What follows belongs to an exercise in optimizing a design on an open flow for small area, a short achievable clock period and few clock cycles per item; a production flow would make more cautious choices.
In this exercise RTL edits were held to simulation tests only and were not proved equivalent to the original.
Power figures rest on the tool's default switching activity, not on a simulated workload.

xenon:
==> flow/design.v <==
module MIPS(
    input reset_n,
    input clk,
    output [31:0] imem_addr,
    input [31:0] imem_rdata,
    output [31:0] dmem_addr,
    output [31:0] dmem_wdata,
    output dmem_we,
    input [31:0] dmem_rdata
);
reg [29:0] pc;           
reg [31:0] ir;           
reg        xv;           
reg        xp;           
reg [31:0] opa, opb_r;   
reg        fa, fb;       
reg [31:0] m_res;        
reg [31:0] m_wd;         
reg        m_we;         
reg        m_ld;         
reg [4:0]  m_rd;         
reg [31:0] rf [1:31];
wire [4:0]  dst;         
wire        taken;       
wire [29:0] target;
wire        ld_hz;       
wire [31:0] wb;          
wire [29:0] pc1 = pc + 30'd1;
assign imem_addr = {pc, 2'b00};
wire [4:0] f_rs = imem_rdata[25:21];
wire [4:0] f_rt = imem_rdata[20:16];
wire f_jmp = (imem_rdata[31:27] == 5'b00001);       
wire f_jal = f_jmp & imem_rdata[26];
wire [31:0] f_ir = f_jal ? {imem_rdata[31:26], pc1[25:0]} : imem_rdata;
wire w31_busy = (xv & (dst == 5'd31)) | (m_rd == 5'd31);
wire f_jr31 = (imem_rdata[31:26] == 6'd0) & (f_rs == 5'd31) & (f_rt == 5'd0) &
              (imem_rdata[5:0] == 6'b001000) & ~w31_busy;
reg [31:0] rfa, rfb;
integer i;
always @* begin
    rfa = 32'd0;
    rfb = 32'd0;
    for (i = 1; i < 32; i = i + 1) begin
        rfa = rfa | ({32{f_rs == i}} & rf[i]);
        rfb = rfb | ({32{f_rt == i}} & rf[i]);
    end
end
wire fm_a = (m_rd != 5'd0) & (m_rd == f_rs);
wire fm_b = (m_rd != 5'd0) & (m_rd == f_rt);
wire fe_a = (dst != 5'd0) & (dst == f_rs);
wire fe_b = (dst != 5'd0) & (dst == f_rt);
wire [31:0] f_a = fm_a ? wb : rfa;
wire [31:0] f_b = fm_b ? wb : rfb;
wire [5:0] op = ir[31:26];
wire [5:0] fn = ir[5:0];
wire [4:0] rt = ir[20:16];
wire [4:0] rd = ir[15:11];
wire is_mem  = op[5];                                    
wire is_sw   = op[5] & op[3];
wire is_lw   = op[5] & ~op[3];
wire is_imm  = ~op[5] & op[3];                           
wire is_slti = is_imm & op[1];
wire is_br   = ~op[5] & ~op[3] & op[2];                  
wire is_jj   = ~op[5] & ~op[3] & ~op[2] & op[1];         
wire is_jal  = is_jj & op[0];
wire is_r    = ~op[5] & ~op[3] & ~op[2] & ~op[1];
wire is_jr   = is_r & (fn == 6'b001000);
wire r_log   = fn[2];                                    
wire r_slt   = fn[3];
wire r_sub   = fn[1] & ~fn[3];
wire uses_rt = is_r | is_br | is_sw;
wire uses_rs = ~is_jj;
wire [31:0] a = fa ? m_res : opa;
wire [31:0] b = fb ? m_res : opb_r;
wire [31:0] imm = {{16{ir[15]}}, ir[15:0]};
wire [31:0] opb = (is_imm | is_mem) ? imm : b;
wire sub = is_slti | (is_r & (r_slt | r_sub | is_jr));
wire [32:0] sum = {1'b0, a} + {1'b0, sub ? ~opb : opb} + {32'd0, sub};
wire lt = ~sum[32];
reg [31:0] res;
always @* begin
    if (is_jal)
        res = {pc[29:26], ir[25:0], 2'b00};
    else if (is_slti | (is_r & r_slt))
        res = {31'd0, lt};
    else if (is_r & r_log)
        res = fn[0] ? (a | b) : (a & b);
    else
        res = sum[31:0];
end
assign dst = ~xv ? 5'd0 :
             (is_r & ~is_jr) ? rd :
             (is_imm | is_lw) ? rt :
             is_jal ? 5'd31 : 5'd0;
wire eq = (a == b);
assign taken = xv & ((is_br & (eq ^ op[0])) | (is_jr & ~xp));
wire [29:0] btarget = pc + imm[29:0];
assign target = is_jr ? sum[31:2] : btarget;
assign ld_hz = xv & m_ld & ((uses_rs & fa) | (uses_rt & fb));
assign dmem_addr  = m_res;
assign dmem_wdata = m_wd;
assign dmem_we    = m_we;
assign wb = m_ld ? dmem_rdata : m_res;
always @(posedge clk) begin
    if (!reset_n) begin
        pc   <= 30'd0;
        xv   <= 1'b0;
        m_we <= 1'b0;
        m_ld <= 1'b0;
        m_rd <= 5'd0;
    end else if (ld_hz) begin
        m_we <= 1'b0;
        m_ld <= 1'b0;
        m_rd <= 5'd0;
    end else begin
        m_we <= xv & is_sw;
        m_ld <= xv & is_lw;
        m_rd <= dst;
        xv   <= ~taken;
        pc   <= taken ? target :
                f_jmp ? {pc1[29:26], imem_rdata[25:0]} :
                f_jr31 ? rf[31][31:2] : pc1;
    end
end
always @(posedge clk) begin
    if (ld_hz) begin
        if (fa) opa <= wb;
        if (fb) opb_r <= wb;
        fa <= 1'b0;
        fb <= 1'b0;
    end else begin
        ir    <= f_ir;
        xp    <= f_jr31;
        opa   <= f_a;
        opb_r <= f_b;
        fa    <= fe_a;
        fb    <= fe_b;
    end
end
always @(posedge clk) begin
    m_res <= res;
    m_wd  <= b;
end
genvar g;
generate
    for (g = 1; g < 32; g = g + 1) begin : regs
        always @(posedge clk) begin
            if (!reset_n || (m_rd == g))
                rf[g] <= reset_n ? wb : 32'd0;
        end
    end
endgenerate
endmodule
Settings: LEC_CHECK=0, CAP_MARGIN=20, CORE_MARGIN=2, CORE_UTILIZATION=35, CTS_BUF_LIST=sky130_fd_sc_hd__clkbuf_4 sky130_fd_sc_hd__clkbuf_8, PLACE_DENSITY=0.55, SLEW_MARGIN=20; clock period 14.0 ns.
standard.sh (not shown) runs the stock make flow with config.mk's settings and CLKGATE_MAP_FILE= SYNTH_SCRIPT=/design/flow/synth_recipe.tcl, a recipe that flattens the netlist after the stock synthesis.
==> flow/flow/run.sh <==
#!/bin/bash
# Standard ORFS layout (the standard.sh, standard synthesis unchanged), with:
#  - sizing free to pick any footprint of a cell's function;
#  - port buffers made with buf_2 instead of a delay-buffer cell.
set -o pipefail
bash standard.sh SETUP_SLACK_MARGIN=9.6 TNS_END_PERCENT=100 MATCH_CELL_FOOTPRINT=0 \
    "BUFFER_PORTS_ARGS=-buffer_cell sky130_fd_sc_hd__buf_2" finish > make_finish.log 2>&1
The flow did not stop early for xenon: all stages ran, and the layout cleared the timing, design-rule and antenna checks.
Testbench counts of xenon, summed over its fixed seeds: cycles 36,086, insns 32,772.
Modified inputs, cedar compared to xenon
Settings: CORE_UTILIZATION changed from 35 to 50; PLACE_DENSITY changed from 0.55 to 0.65.
Findings:
The start point of the critical path comes out imem_rdata[24] in one run and imem_rdata[22] in the other, namely in cedar and xenon respectively. Looking at worst setup slack across xenon and cedar, the one that comes out higher is cedar. Summary of cedar over xenon: power per unit of standard cell area grew by about 1.9%; worst path arrival time climbed 20 ps; placement row count lower. Diff xenon -> cedar | number of diodes | increase of 11. cedar gives less wire length than xenon did.


== run C ==
Another version of the RTL of MIPS (not shown whole).
Size: ~1200 flip-flops, about 160 I/O pins, roughly 55000 sq um of cells after synthesis.
==> flow/config.mk <==
export PLATFORM = sky130hd
export DESIGN_NAME = MIPS
export DESIGN_NICKNAME = MIPS
export VERILOG_FILES = /design/flow/design.v
export SDC_FILE = /design/flow/constraint.sdc
export NUM_CORES = 4
export LEC_CHECK = 0
export CAP_MARGIN = 20
export CORE_MARGIN = 2
export CORE_UTILIZATION = 35
export CTS_BUF_LIST = sky130_fd_sc_hd__clkbuf_4 sky130_fd_sc_hd__clkbuf_8
export PLACE_DENSITY = 0.55
export SLEW_MARGIN = 20
==> flow/constraint.sdc <==
create_clock -name core_clock -period 14.0 [get_ports {clk}]
set_input_delay 2.8000 -clock core_clock [delete_from_list [all_inputs] [get_ports {clk}]]
set_output_delay 2.8000 -clock core_clock [all_outputs]
set_load 0.01 [all_outputs]
Scripts as last shown in full above: flow/flow/run.sh
Testbench counts of run C, summed over its fixed seeds: cycles 36,086, insns 32,772.
Edits applied to the flow inputs when going from run C to run A:
- changing PLACE_DENSITY from 0.55 to 0.65
- changing CORE_UTILIZATION from 35 to 50
--- outcome ---
Comparing peak fanout along the critical path for run A and run C, the smaller number came from run A.
Total power: run A below run C
Run A vs run C, routed via count went up by 1.4%.
Going from run C to run A, number of vias per cell higher, setup slack lower, multi-input logic area higher, routed length on met1 lower, post-placement worst setup slack lower.

==> static timing again, ports no longer ideal <==
Ports are ideal in the flow. The routed layouts listed here were re-timed in OpenROAD.
Step 1 (the two cells are an assumption about what drives the block):
set clk [get_ports {clk}]
set_driving_cell -lib_cell sky130_fd_sc_hd__clkbuf_16 $clk
set_driving_cell -lib_cell sky130_fd_sc_hd__buf_2 [delete_from_list [all_inputs] $clk]
Step 2 times the ports against the registers' clock, not the clock port: input delays grow and output delays shrink by t, the midpoint of the rising clock arrivals with the driver on.
a / b / c = ideal ports / drivers / drivers and shift; a / b = the first two.
| run | shift t [ns] | setup WS [ns] | latest minus earliest clock arrival (ns) | pins driven straight from the clock port |
|---|---|---|---|---|
| xenon | 1.010 | 9.367 / 9.321 / 8.311 | 0.068 / 0.068 | 1 |
| cedar | 0.982 | 9.422 / 9.324 / 8.342 | 0.072 / 0.072 | 1 |
| run C | 1.025 | 9.485 / 9.407 / 8.382 | 0.056 / 0.056 | 1 |
| run A | 0.989 | 9.362 / 9.364 / 8.375 | 0.072 / 0.072 | 1 |
After both steps every run listed still meets setup and hold. The setup slack of run C, which loses most, moves by -0.078 ns with the drivers and by -1.103 ns with both steps.
